This is an optimization exercise on Yosys and OpenROAD, whose aim is small area and a short achievable clock period, not a production implementation.
The RTL was checked by simulation tests, not by an equivalence proof against the original design.
Power and IR drop assume default switching activity.

// row
module row
(
   input wire clk,
   input wire rst,
   input [15:0] pLength,
   input [959:0] prog,
   input [43:0] up,
   input [43:0] down,
   input [3:0] rreadyU,
   input [3:0] rreadyD,
   input [3:0] wreadyU,
   input [3:0] wreadyD,
   input [3:0] stack,
   output [3:0] writeU,
   output [3:0] writeD,
   output [43:0] out,
   output [3:0] readU,
   output [3:0] readD,
   output [43:0] acc
);
Size: ~0.059 mm^2 of cells after synthesis.
==> flow/config.mk <==
export PLATFORM = sky130hd
export DESIGN_NAME = row
export DESIGN_NICKNAME = row
export VERILOG_FILES = /design/flow/design.v
export SDC_FILE = /design/flow/constraint.sdc
export NUM_CORES = 4
export LEC_CHECK = 0
export ABC_AREA = 1
export CAP_MARGIN = 30
export CORE_AREA = 2 2 338 338
export CTS_BUF_LIST = sky130_fd_sc_hd__clkbuf_4 sky130_fd_sc_hd__clkbuf_8
export DIE_AREA = 0 0 340 340
export SLEW_MARGIN = 20
==> flow/constraint.sdc <==
create_clock -name core_clock -period 12.0 [get_ports {clk}]
set_input_delay 2.4000 -clock core_clock [delete_from_list [all_inputs] [get_ports {clk}]]
set_output_delay 2.4000 -clock core_clock [all_outputs]
set_load 0.01 [all_outputs]
standard.sh (not shown) runs the stock make flow with config.mk's settings and CLKGATE_MAP_FILE= SYNTH_SCRIPT=/design/flow/synth_recipe.tcl, a recipe that flattens the netlist after the stock synthesis.
==> flow/flow/run.sh <==
#!/bin/bash
# The standard layout (standard.sh), with three changes to how it is made:
# - the buffer that placement puts on every input and output port is the
#   platform's smallest buffer (buf_1) instead of the delay cell that
#   buffer_ports picks by default;
# - synthesis leaves adders as plain gates for abc (no full/half adder
#   cells), so abc can time the carry logic with the rest;
# - timing repair aims at a setup margin of 7 ns.
# make's full output goes to standard.log; ORFS keeps each step's log in
# orfs/logs.
set -euo pipefail
export BUFFER_PORTS_ARGS="-buffer_cell sky130_fd_sc_hd__buf_1"
export ADDER_MAP_FILE=
export SETUP_SLACK_MARGIN=7
bash standard.sh finish > standard.log 2>&1
Edit:
--- a/flow/design.v
+++ b/flow/design.v
@@ -9,17 +9,17 @@
 );
    reg [10:0] mem [0:11];
    always_ff @(posedge clk) begin
       for (int i = 0; i < 12; i++)
          if (we[i]) mem[i] <= d;
    end
-   wire [3:0] i = depth - 4'd2;
-   always_comb
-      if (i == 4'd12) q = e12;
-      else if (i == 4'd13) q = e13;
-      else q = mem[i];
+   always_comb begin
+      q = ({11{depth == 4'd14}} & e12) | ({11{depth == 4'd15}} & e13);
+      for (int k = 0; k < 12; k++)
+         q = q | (mem[k] & {11{depth == k + 2}});
+   end
 endmodule
 module node (
    input wire clk,
    input wire rst,
    input wire stack,
    input [3:0] pLength,
@@ -37,13 +37,13 @@
 );
    reg [3:0] lw;
    reg [3:0] pc;         
    reg [10:0] accR, bakR;    
    reg [2:0] last;       
    reg anyDst;           
-   reg [3:0] depth;
+   wire [3:0] depth = pc;    
    wire [10:0] memTop;
    wire [13:0] memWe;
    reg isStack, coreEn;
    reg [3:0] pLast;
    always_ff @(posedge clk) begin
       isStack <= stack;
@@ -51,14 +51,25 @@
       pLast <= pLength - 4'd1;
    end
    assign acc = isStack ? 11'd0 : accR;
    wire [1:0] anyDir = rready[0] ? 2'd0 : rready[1] ? 2'd1 : rready[2] ? 2'd2 : 2'd3;
    reg [14:0] instr;
    wire [3:0] pcNext;
+   wire [14:0] pcHot;
+   reg [14:0] fetched;
+   genvar w;
+   for (w = 0; w < 15; w++) begin : hot
+      assign pcHot[w] = pcNext == w;
+   end
+   always_comb begin
+      fetched = 15'd0;
+      for (int k = 0; k < 15; k++)
+         fetched = fetched | (prog[16*k +: 15] & {15{pcHot[k]}});
+   end
    always_ff @(posedge clk)
-      instr <= prog[16*pcNext +: 15];
+      instr <= fetched;
    wire [2:0] dst = instr[13:11];
    wire [10:0] src = instr[10:0];
    wire [2:0] code = src[2:0];
    wire special = !src[10] && (&src[9:5]) && src[3];
    wire anyMode = isStack || code == 3'd2;
    wire [1:0] fixedDir = code[2] ? code[1:0] : last[1:0];
@@ -194,32 +205,31 @@
          readS[anyDir] = 1'b1;
          outS = pv;
          depthS = depth + 4'd1;
       end
    end
    stack mem0(.clk(clk), .we(memWe[11:0]), .d(out), .e12(accR), .e13(bakR), .q(memTop), .depth(depth));
-   assign memWe = (isStack && push) ? (14'd1 << (depth - 4'd1)) & {14{depth != 4'd0}} : 14'd0;
+   assign memWe = isStack ? (14'd1 << (depth - 4'd1)) & {14{depth != 4'd0}} : 14'd0;
    always_ff @(posedge clk or posedge rst) begin
       if (rst) begin
          out <= 11'd0;
          write <= 4'd0;
          read <= 4'd0;
          lw <= 4'd0;
          accR <= 11'd0;
          bakR <= 11'd0;
          pc <= 4'd0;
          last <= 3'd0;
          anyDst <= 1'b0;
-         depth <= 4'd0;
       end
       else if (isStack) begin
          out <= outS;
          write <= writeS;
          read <= readS;
          lw <= lwS;
-         depth <= depthS;
+         pc <= depthS;
          if (memWe[12]) accR <= out;
          if (memWe[13]) bakR <= out;
       end
       else if (coreEn) begin
          out <= outC;
          write <= writeC;
Effect: Count of clock-buffer cells in the layout drops by 8. Power falls by 15%. Clock skew went down by 31 ps. Final cell count went down by 6.7%. Final area falls by 8.5%. Worst hold slack loses 3.5 ps. Wire length is lower by 0.96%. Maximum frequency decreases by 1.7%. Via count decreases by 7.5%.

re-timing with driven ports:
No port has a modelled driver above. Below, the same layouts with a new extraction and two added sets of constraints.
Step 1 sets driving cells, clkbuf_16 on the clock port and buf_2 on the other inputs (assumed; they add their load-dependent delay and slew).
Step 2 moves the port delays by t, midway between the first and last clock arrival at a register: inputs arrive t later, outputs are due t later. That takes back most of the time a late clock gives input paths.
a / b / c = ideal ports / drivers / drivers and shift; a / b = the first two.
| run | t (ns) | setup WS [ns] | hold slack, ns | worst setup path at the end | worst data-port slew with drivers (ns) |
|---|---|---|---|---|---|
| the first run | 0.939 | 6.968 / 6.855 / 5.917 | 0.492 / 0.492 / 0.492 | input to register | 0.32 |
| the second run | 0.929 | 6.881 / 6.808 / 5.879 | 0.488 / 0.488 / 0.488 | input to register | 0.34 |
After both steps every run listed still meets setup and hold. The setup slack of the first run, which loses most, moves by -0.113 ns with the drivers and by -1.051 ns with both steps.
